Context: an optimization exercise on an open-source flow, tuned for small area. The choices shown serve that exercise and are no tape-out recipe. The RTL was checked by simulation tests, not by an equivalence proof against the original design. The clock port is modelled as an ideal driver; clocking choices that lean on that would not hold on a real chip. Power figures rest on the tool's default switching activity, not on a simulated workload.

try-yarrow:
Design periph_top, start of the top module:
module periph_top(
    input         clk,
    input         resetn,
    input         req_i,
    input         we_i,
    input  [31:0] addr_i,
    input  [31:0] wdata_i,
    input  [15:0] SW,
    input         BTNU, BTNL, BTNC, BTNR, BTND,
    output        req_m,
    output        we_m,
    output [5:0]  req,
    output        we_d,
    output [2:0]  RDsel_o,
    output [31:0] led_rdata,
    output [31:0] seg_rdata,
    output [31:0] sw_rdata,
    output [15:0] LED,
    output        CA, CB, CC, CD, CE, CF, CG,
    output [7:0]  AN
  );
  wire [2:0] win  = addr_i[14:12];
  wire       base = req_i & addr_i[31] & ~|addr_i[30:15];
  wire       dev  = base & ~(win[2] & win[1]);
  assign req_m   = req_i & ~dev;
  assign we_m    = req_m & we_i;
  assign we_d    = dev & we_i;
  assign req     = {6{dev}} & (6'b1 << win);
  assign RDsel_o = dev ? win + 3'd1 : 3'd0;
  wire [11:0] off = addr_i[11:0];
  reg  [19:0] bt;
  reg         clk_strb;
  wire        bt_tc  = (bt == 20'b01111101001101011001);
  wire        bt_clr = ~resetn | bt_tc;
  always @(posedge clk) begin
    bt       <= ~({bt[18:0], bt[19] ^ bt[16]} | {20{bt_clr}});
    clk_strb <= resetn & (clk_strb ^ bt_tc);
  end
  reg [15:0] LED_reg, data_strb, led_out;
  wire led_a = req[0] & (off == 12'h800);
  wire led_b = req[0] & (off == 12'hF00);
  wire led_wok = we_d & ~|wdata_i[31:16];
  wire        rst   = ~resetn;
  wire [15:0] wd16  = wdata_i[15:0] & {16{resetn}};
  always @(posedge clk) begin
    if ((led_a & led_wok) | rst) LED_reg <= wd16;
    if ((led_b & led_wok) | rst) data_strb <= wd16;
    if (led_a | led_b | rst) led_out <= (led_a & resetn) ? LED_reg : (data_strb & {16{resetn}});
  end
  assign LED = clk_strb ? (LED_reg | data_strb) : (LED_reg & ~data_strb);
  assign led_rdata = {16'b0, led_out};
  reg [31:0] wseg;
  reg        pv;
  reg [2:0]  pidx;
  reg [3:0]  pval;
  reg [7:0]  select_seg;
  reg        sv;           
  reg [2:0]  sidx;         
  reg        segw;         
  reg [7:0]  seg_lo;       
  wire [7:0] strb_sel = {8{sv}} & (8'b1 << sidx);
  wire sreq    = req[1];
  wire sw_e    = sreq & we_d;
  wire dig     = (off[11:5] == 7'b0) & (off[1:0] == 2'b0);
  wire o_sel   = (off == 12'h020);
  wire o_strb  = (off == 12'h024);
  wire o_res   = (off == 12'h028);
  wire w4z     = ~|wdata_i[31:4];
  wire w8z     = ~|wdata_i[31:8];
  ...
Size in the first run: roughly 690 cells after synthesis, roughly 170 flip-flops, ~230 I/O pins, about 7400 sq um of cells after synthesis.
clock: 10.0 ns
lec_check: 0
cap_margin: 20
core_margin: 2
core_utilization: 60
slew_margin: 20
buffer_ports_args: -buffer_cell sky130_fd_sc_hd__buf_1
cts_args: -sink_clustering_enable -repair_clock_nets -dont_use_dummy_load -buf_list sky130_fd_sc_hd__clkbuf_16 -sink_clustering_size 30 -sink_clustering_max_diameter 60
standard.sh (not shown) runs the stock make flow with config.mk's settings and CLKGATE_MAP_FILE= SYNTH_SCRIPT=/design/flow/synth_recipe.tcl, a recipe that flattens the netlist after the stock synthesis.
==> flow/flow/run.sh <==
#!/bin/bash
# Layout flow: the standard flow (standard.sh) with three changes.
#  - Synthesis is the standard flow's own script, except that its abc call maps the logic
#    with an area-oriented script (flow/area.abc). Every pass before abc,
#    flip-flop mapping included, is the standard one, so the registers are the
#    standard synthesis's.
#  - The port buffers are the smallest buffer cell.
#  - Clock tree synthesis adds no dummy loads.
set -euo pipefail
W=$PWD
cat >> config.mk <<'EOC'
export BUFFER_PORTS_ARGS = -buffer_cell sky130_fd_sc_hd__buf_1
export CTS_ARGS = -sink_clustering_enable -repair_clock_nets -dont_use_dummy_load -buf_list sky130_fd_sc_hd__clkbuf_16 -sink_clustering_size 30 -sink_clustering_max_diameter 60
EOC
{
  cat <<'EOT'
proc abc {args} {
  set i [lsearch -exact $args -script]
  if { $i >= 0 } { lset args [expr {$i + 1}] $::env(AREA_ABC_SCRIPT) }
  yosys abc {*}$args
}
EOT
  cat synth_recipe.tcl
} > area_synth.tcl
sed "s|SYNTH_SCRIPT=[^ ]*|SYNTH_SCRIPT=$W/area_synth.tcl|" standard.sh > area_standard.sh
export AREA_ABC_SCRIPT=$W/flow/area.abc
bash area_standard.sh > standard.log 2>&1
==> flow/flow/area.abc <==
strash
balance
rewrite
refactor
balance
rewrite
rewrite -z
balance
refactor -z
rewrite -z
balance
balance
rewrite
refactor
balance
rewrite
rewrite -z
balance
refactor -z
rewrite -z
balance
dch -f
amap
mfs2
strash
dch -f
amap
topo
Changes in try-onyx relative to try-yarrow:
- changing CTS_ARGS from -sink_clustering_enable -repair_clock_nets -dont_use_dummy_load -buf_list sky130_fd_sc_hd__clkbuf_16 -sink_clustering_size 30 -sink_clustering_max_diameter 60 to -sink_clustering_enable -repair_clock_nets -dont_use_dummy_load -buf_list sky130_fd_sc_hd__clkbuf_8
- setting SKIP_REPAIR_TIE_FANOUT to 1 for the first time
==> flow/flow/run.sh <==
#!/bin/bash
# Layout flow: the standard flow (standard.sh) with these changes.
#  - Synthesis is the standard flow's own script, except that its abc call maps the logic
#    with an area-oriented script (flow/area.abc) and the extract_fa pass (which
#    makes half/full-adder cells of small xor/and groups) is skipped. Every
#    other pass, flip-flop mapping included, is the standard one, so the
#    registers are the standard synthesis's.
#  - The port buffers are the smallest buffer cell.
#  - One tie cell drives all the constant outputs (no tie fanout repair).
#  - Clock tree synthesis adds no dummy loads.
set -euo pipefail
W=$PWD
cat >> config.mk <<'EOC'
export BUFFER_PORTS_ARGS = -buffer_cell sky130_fd_sc_hd__buf_1
export SKIP_REPAIR_TIE_FANOUT = 1
export CTS_ARGS = -sink_clustering_enable -repair_clock_nets -dont_use_dummy_load -buf_list sky130_fd_sc_hd__clkbuf_8
EOC
{
  cat <<'EOT'
proc extract_fa {args} { puts "extract_fa skipped" }
proc abc {args} {
  set i [lsearch -exact $args -script]
  if { $i >= 0 } { lset args [expr {$i + 1}] $::env(AREA_ABC_SCRIPT) }
  yosys abc {*}$args
}
EOT
  cat synth_recipe.tcl
} > area_synth.tcl
sed "s|SYNTH_SCRIPT=[^ ]*|SYNTH_SCRIPT=$W/area_synth.tcl|" standard.sh > area_standard.sh
export AREA_ABC_SCRIPT=$W/flow/area.abc
bash area_standard.sh > standard.log 2>&1
Notes after the runs:
Sequential share of layout area: try-onyx vs try-yarrow up 2.6 points. Against try-yarrow, try-onyx comes in 5.8 ps higher on worst-case hold slack. The total die area of try-onyx falls short of that of try-yarrow by about 0.9%. On try-onyx: setup slack is 37 ps lower than what try-yarrow gave.
For try-xenon, these inputs were changed with respect to try-onyx:
- a deleted SKIP_REPAIR_TIE_FANOUT that had been 1
==> flow/flow/run.sh <==
#!/bin/bash
# Layout flow: the standard flow (standard.sh) with three changes.
#  - Synthesis is the standard flow's own script, except that its abc call maps the logic
#    with an area-oriented script (flow/area.abc). Every pass before abc,
#    flip-flop mapping included, is the standard one, so the registers are the
#    standard synthesis's.
#  - The port buffers are the smallest buffer cell.
#  - Clock tree synthesis adds no dummy loads.
set -euo pipefail
W=$PWD
cat >> config.mk <<'EOC'
export BUFFER_PORTS_ARGS = -buffer_cell sky130_fd_sc_hd__buf_1
export CTS_ARGS = -sink_clustering_enable -repair_clock_nets -dont_use_dummy_load -buf_list sky130_fd_sc_hd__clkbuf_8
EOC
{
  cat <<'EOT'
proc abc {args} {
  set i [lsearch -exact $args -script]
  if { $i >= 0 } { lset args [expr {$i + 1}] $::env(AREA_ABC_SCRIPT) }
  yosys abc {*}$args
}
EOT
  cat synth_recipe.tcl
} > area_synth.tcl
sed "s|SYNTH_SCRIPT=[^ ]*|SYNTH_SCRIPT=$W/area_synth.tcl|" standard.sh > area_standard.sh
export AREA_ABC_SCRIPT=$W/flow/area.abc
bash area_standard.sh > standard.log 2>&1
Sort try-onyx and try-xenon by part of the total power dissipated in combinational logic desc -> top: try-xenon
From try-xenon to try-onyx, number of buffers added by the clock tree synthesis step did not move at all.
Summary of the comparison: via count of the first global-routing pass is lower in try-xenon, relative to try-onyx.
Of the two candidates, try-onyx has the worse wire length and try-xenon the better one.
Relative to try-onyx, the met1 layer usage reported by global route of try-xenon is lower by 0.42 points.
Per the final summary, try-xenon finished and its layout is clean on timing, DRC and antenna.
Taking try-onyx as the reference, in try-xenon share of the clock period used by the worst path picked up an extra 0.22 points; final layout net count picked up an extra 24.
Input changes introduced in try-nickel (baseline for comparison: try-xenon):
- setting SKIP_REPAIR_TIE_FANOUT to 1 for the first time
--- a/flow/flow/run.sh
+++ b/flow/flow/run.sh
@@ -11,4 +11,5 @@
 cat >> config.mk <<'EOC'
 export BUFFER_PORTS_ARGS = -buffer_cell sky130_fd_sc_hd__buf_1
+export SKIP_REPAIR_TIE_FANOUT = 1
 export CTS_ARGS = -sink_clustering_enable -repair_clock_nets -dont_use_dummy_load -buf_list sky130_fd_sc_hd__clkbuf_8
 EOC
### Flow results
Taking try-xenon as the reference, in try-nickel portion of total power attributed to combinational logic about even, combined area of the multi-input logic cells fell 110 sq um, pin count of the biggest net entering global routing fell 2.0%.

---

The RTL this note starts from:
==> flow/design.v <==
`timescale 1ns / 1ps
module periph_top(
    input         clk,
    input         resetn,
    input         req_i,
    input         we_i,
    input  [31:0] addr_i,
    input  [31:0] wdata_i,
    input  [15:0] SW,
    input         BTNU, BTNL, BTNC, BTNR, BTND,
    output        req_m,
    output        we_m,
    output [5:0]  req,
    output        we_d,
    output [2:0]  RDsel_o,
    output [31:0] led_rdata,
    output [31:0] seg_rdata,
    output [31:0] sw_rdata,
    output [15:0] LED,
    output        CA, CB, CC, CD, CE, CF, CG,
    output [7:0]  AN
  );
  wire [2:0] win  = addr_i[14:12];
  wire       base = req_i & addr_i[31] & ~|addr_i[30:15];
  wire       dev  = base & ~(win[2] & win[1]);
  assign req_m   = req_i & ~dev;
  assign we_m    = req_m & we_i;
  assign we_d    = dev & we_i;
  assign req     = {6{dev}} & (6'b1 << win);
  assign RDsel_o = dev ? win + 3'd1 : 3'd0;
  wire [11:0] off = addr_i[11:0];
  reg  [19:0] bt;
  reg         clk_strb;
  wire        bt_tc  = (bt == 20'b01111101001101011001);
  wire        bt_clr = ~resetn | bt_tc;
  always @(posedge clk) begin
    bt       <= ~({bt[18:0], bt[19] ^ bt[16]} | {20{bt_clr}});
    clk_strb <= resetn & (clk_strb ^ bt_tc);
  end
  reg [15:0] LED_reg, data_strb, led_out;
  wire led_a = req[0] & (off == 12'h800);
  wire led_b = req[0] & (off == 12'hF00);
  wire led_wok = we_d & ~|wdata_i[31:16];
  wire        rst   = ~resetn;
  wire [15:0] wd16  = wdata_i[15:0] & {16{resetn}};
  always @(posedge clk) begin
    if ((led_a & led_wok) | rst) LED_reg <= wd16;
    if ((led_b & led_wok) | rst) data_strb <= wd16;
    if (led_a | led_b | rst) led_out <= (led_a & resetn) ? LED_reg : (data_strb & {16{resetn}});
  end
  assign LED = clk_strb ? (LED_reg | data_strb) : (LED_reg & ~data_strb);
  assign led_rdata = {16'b0, led_out};
  reg [31:0] wseg;
  reg        pv;
  reg [2:0]  pidx;
  reg [3:0]  pval;
  reg [7:0]  select_seg;
  reg        sv;           
  reg [2:0]  sidx;         
  reg        segw;         
  reg [7:0]  seg_lo;       
  wire [7:0] strb_sel = {8{sv}} & (8'b1 << sidx);
  wire sreq    = req[1];
  wire sw_e    = sreq & we_d;
  wire dig     = (off[11:5] == 7'b0) & (off[1:0] == 2'b0);
  wire o_sel   = (off == 12'h020);
  wire o_strb  = (off == 12'h024);
  wire o_res   = (off == 12'h028);
  wire w4z     = ~|wdata_i[31:4];
  wire w8z     = ~|wdata_i[31:8];
  wire wff     = &wdata_i[7:0];
  wire w74z    = ~|wdata_i[7:4];
  wire       dwr   = sw_e & dig & w4z;
  wire       clr   = rst | (sw_e & o_res);
  wire [3:0] cd    = pval & {4{~clr}};
  integer k;
  always @(posedge clk) begin
    for (k = 0; k < 8; k = k + 1)
      if ((sreq & pv & (pidx == k)) | clr) wseg[4*k +: 4] <= cd;
    if (sreq | rst) begin
      pv     <= resetn & dwr;
      segw   <= resetn & dig;
      seg_lo <= {8{resetn}} & (o_sel ? select_seg : o_strb ? strb_sel : 8'b0);
    end
    if ((sw_e & o_sel & w8z) | clr) select_seg <= (sw_e & o_res & resetn) ? 8'hFF : wdata_i[7:0] & {8{resetn}};
    if ((sw_e & o_strb & (wff | w74z)) | clr) sv <= resetn & ~(sw_e & o_res) & ~wff & ~wdata_i[3];
  end
  always @(posedge clk) begin
    if (dwr) begin
      pidx <= off[4:2];
      pval <= wdata_i[3:0];
    end
    if (sw_e & o_strb & w74z) sidx <= wdata_i[2:0];
  end
  assign seg_rdata = segw ? wseg : {24'b0, seg_lo};
  reg [9:0] sc;
  reg       av;            
  reg [2:0] aidx;          
  wire      sc_tc  = (sc == 10'b1100100011);
  wire      sc_clr = ~resetn | sc_tc;
  always @(posedge clk) begin
    sc <= ~({sc[8:0], sc[9] ^ sc[6]} | {10{sc_clr}});
    av <= resetn & (av | sc_tc);
    if (sc_tc) aidx <= {3{av}} & (aidx + 3'd1);
  end
  wire [7:0] anon = {8{av}} & (8'b1 << aidx);
  reg [3:0] cur, prv;
  reg       first;
  always @(posedge clk) begin
    cur   <= {4{resetn}} & ((av & pv & (pidx == aidx)) ? pval : (av ? wseg[4*aidx +: 4] : 4'b0));
    prv   <= cur;
    first <= ~resetn;
  end
  wire [15:0] dhot = 16'b1 << prv;
  wire [6:0]  pat;
  assign pat[6] = |(dhot & 16'b0010100000010010);   
  assign pat[5] = |(dhot & 16'b1101100001100000);   
  assign pat[4] = |(dhot & 16'b1101000000000100);   
  assign pat[3] = |(dhot & 16'b1000010010010010);   
  assign pat[2] = |(dhot & 16'b0000001010111010);   
  assign pat[1] = |(dhot & 16'b0010000010001110);   
  assign pat[0] = |(dhot & 16'b0001000010000011);   
  assign {CA, CB, CC, CD, CE, CF, CG} = pat | {7{first}};
  assign AN = ~(anon & (select_seg | (strb_sel & {8{clk_strb}})));
  reg [15:0] sw_out;
  wire sw_a = req[2] & (off == 12'h000);
  wire sw_b = req[2] & (off == 12'h004);
  always @(posedge clk)
    if (sw_a | sw_b | rst)
      sw_out <= {16{resetn}} & (sw_a ? SW : {11'b0, BTNU, BTNL, BTNC, BTNR, BTND});
  assign sw_rdata = {16'b0, sw_out};
endmodule
clock: 10.0 ns
lec_check: 0
cap_margin: 20
core_margin: 2
core_utilization: 75
slew_margin: 20
buffer_ports_args: -buffer_cell sky130_fd_sc_hd__buf_1
skip_repair_tie_fanout: 1
cts_args: -sink_clustering_enable -repair_clock_nets -dont_use_dummy_load -buf_list sky130_fd_sc_hd__clkbuf_8
post_cts_tcl: /design/flow/flow/shrink_clk.tcl
==> flow/flow/run.sh <==
#!/bin/bash
# Layout flow: the standard flow (standard.sh) with these changes.
#  - Synthesis is the standard flow's own script, except that its abc call maps the logic
#    with an area-oriented script (flow/area.abc) and the extract_fa pass (which
#    makes half/full-adder cells of small xor/and groups) is skipped. Every
#    other pass, flip-flop mapping included, is the standard one, so the
#    registers are the standard synthesis's.
#  - The port buffers are the smallest buffer cell.
#  - One tie cell drives all the constant outputs (no tie fanout repair).
#  - Clock tree synthesis adds no dummy loads, and afterwards each clock buffer
#    is made a clkbuf_4 where the flip-flop clock slew stays under 110 ps
#    (flow/shrink_clk.tcl).
set -euo pipefail
W=$PWD
cat >> config.mk <<'EOC'
export BUFFER_PORTS_ARGS = -buffer_cell sky130_fd_sc_hd__buf_1
export SKIP_REPAIR_TIE_FANOUT = 1
export CTS_ARGS = -sink_clustering_enable -repair_clock_nets -dont_use_dummy_load -buf_list sky130_fd_sc_hd__clkbuf_8
EOC
echo "export POST_CTS_TCL = $W/flow/shrink_clk.tcl" >> config.mk
{
  cat <<'EOT'
proc extract_fa {args} { puts "extract_fa skipped" }
proc abc {args} {
  set i [lsearch -exact $args -script]
  if { $i >= 0 } { lset args [expr {$i + 1}] $::env(AREA_ABC_SCRIPT) }
  yosys abc {*}$args
}
EOT
  cat synth_recipe.tcl
} > area_synth.tcl
sed "s|SYNTH_SCRIPT=[^ ]*|SYNTH_SCRIPT=$W/area_synth.tcl|" standard.sh > area_standard.sh
export AREA_ABC_SCRIPT=$W/flow/area.abc
bash area_standard.sh > standard.log 2>&1
==> flow/flow/shrink_clk.tcl <==
set clk_bufs {sky130_fd_sc_hd__clkbuf_4}
set slew_cap 0.110
proc clk_max_slew {} {
  set m 0.0
  foreach p [get_pins -hierarchical */CLK] {
    set s [get_property $p slew_max]
    if { $s > $m } { set m $s }
  }
  return $m
}
estimate_parasitics -placement
puts "clock buffer resize: max flip-flop clock slew before [clk_max_slew]"
foreach inst [get_cells -hierarchical clkbuf_*] {
  set name [get_property $inst full_name]
  set orig [get_property [get_property $inst liberty_cell] name]
  foreach cell $clk_bufs {
    replace_cell $inst $cell
    estimate_parasitics -placement
    if { [clk_max_slew] <= $slew_cap } {
      puts "clock buffer resize: $name $orig -> $cell"
      break
    }
    replace_cell $inst $orig
  }
}
estimate_parasitics -placement
puts "clock buffer resize: max flip-flop clock slew after [clk_max_slew]"
Scripts as last shown in full above: flow/flow/area.abc
The starting point went through all stages and came out clean.
Then changed:
--- a/flow/flow/area.abc
+++ b/flow/flow/area.abc
@@ -26,2 +26,4 @@
-dch -f
-amap
+&get -n
+&dch -f
+&nf -a -R 2000 -E 50
+&put
Settings changed: CORE_UTILIZATION 75 to 60.
Outcome:
- worst setup slack is better by 0.081 ns
- via count is lower by roughly a tenth
- synthesized area came out lower slightly
- die area increases by about a fifth
- fmax rises slightly
- global-route usage went down by 8.4 points
Then changed:
Settings changed: CORE_UTILIZATION 60 to 72.
=> Global-route usage grows by 4.3 points; setup slack improved by 0.29 ns; hold slack got worse by 0.0076 ns; clock skew shrinks by 0.0054 ns; register-to-register slack improved by 0.04 ns; via count grows by 2.5%; design area stays flat; core utilization grows by 15 points; first-iteration DRC count shrinks by 19%; combinational power barely changes.
Then changed:
--- a/flow/flow/area.abc
+++ b/flow/flow/area.abc
@@ -26,4 +26,2 @@
-&get -n
-&dch -f
-&nf -a -R 2000 -E 50
-&put
+dch -f
+amap
Settings changed: CORE_UTILIZATION 72 to 60.
After rerunning: Via count rose by 3.6%; total power rose by 1.6%; count of clock-buffer cells in the layout stays the same; fmax falls by 4.9%; clock power rose by about 5%; synthesized area climbs by 0.99%; combinational power climbs by about 9%.

static timing again, ports no longer ideal:
No port has a modelled driver above. Below, the same layouts with a new extraction and two added sets of constraints. Step 1 assumes that a clkbuf_16 drives the clock port and a buf_2 every other input. Step 2 times the ports against the registers' clock, not the clock port: input delays grow and output delays shrink by t, the midpoint of the rising clock arrivals with the driver on. Three values: ideal, step 1, step 2; two values: the first two.
run | t (ns) | slack for setup (ns) | worst hold slack (ns) | worst setup path after step 2 | worst data-port slew with drivers (ns)
try-yarrow | 0.462 | 3.859 / 3.833 / 3.833 | 0.322 / 0.322 / 0.322 | input to output | 0.05
try-onyx | 0.481 | 3.822 / 3.803 / 3.803 | 0.328 / 0.328 / 0.328 | input to output | 0.06
try-xenon | 0.491 | 3.801 / 3.774 / 3.774 | 0.329 / 0.329 / 0.329 | input to output | 0.05
try-nickel | 0.475 | 3.722 / 3.703 / 3.703 | 0.316 / 0.316 / 0.316 | input to output | 0.05
the first run of note 2 | 0.592 | 3.980 / 3.957 / 3.957 | 0.339 / 0.339 / 0.339 | input to output | 0.05
the second run of note 2 | 0.583 | 4.061 / 4.040 / 4.040 | 0.342 / 0.342 / 0.342 | input to output | 0.05
the third run of note 2 | 0.560 | 4.346 / 4.322 / 4.322 | 0.335 / 0.335 / 0.335 | input to output | 0.06
the fourth run of note 2 | 0.595 | 4.058 / 4.038 / 4.038 | 0.330 / 0.330 / 0.330 | input to output | 0.10
After both steps every run listed still meets setup and hold. For try-xenon, which loses most, drivers alone change the setup slack by -0.027 ns; drivers and shift together by -0.027 ns.
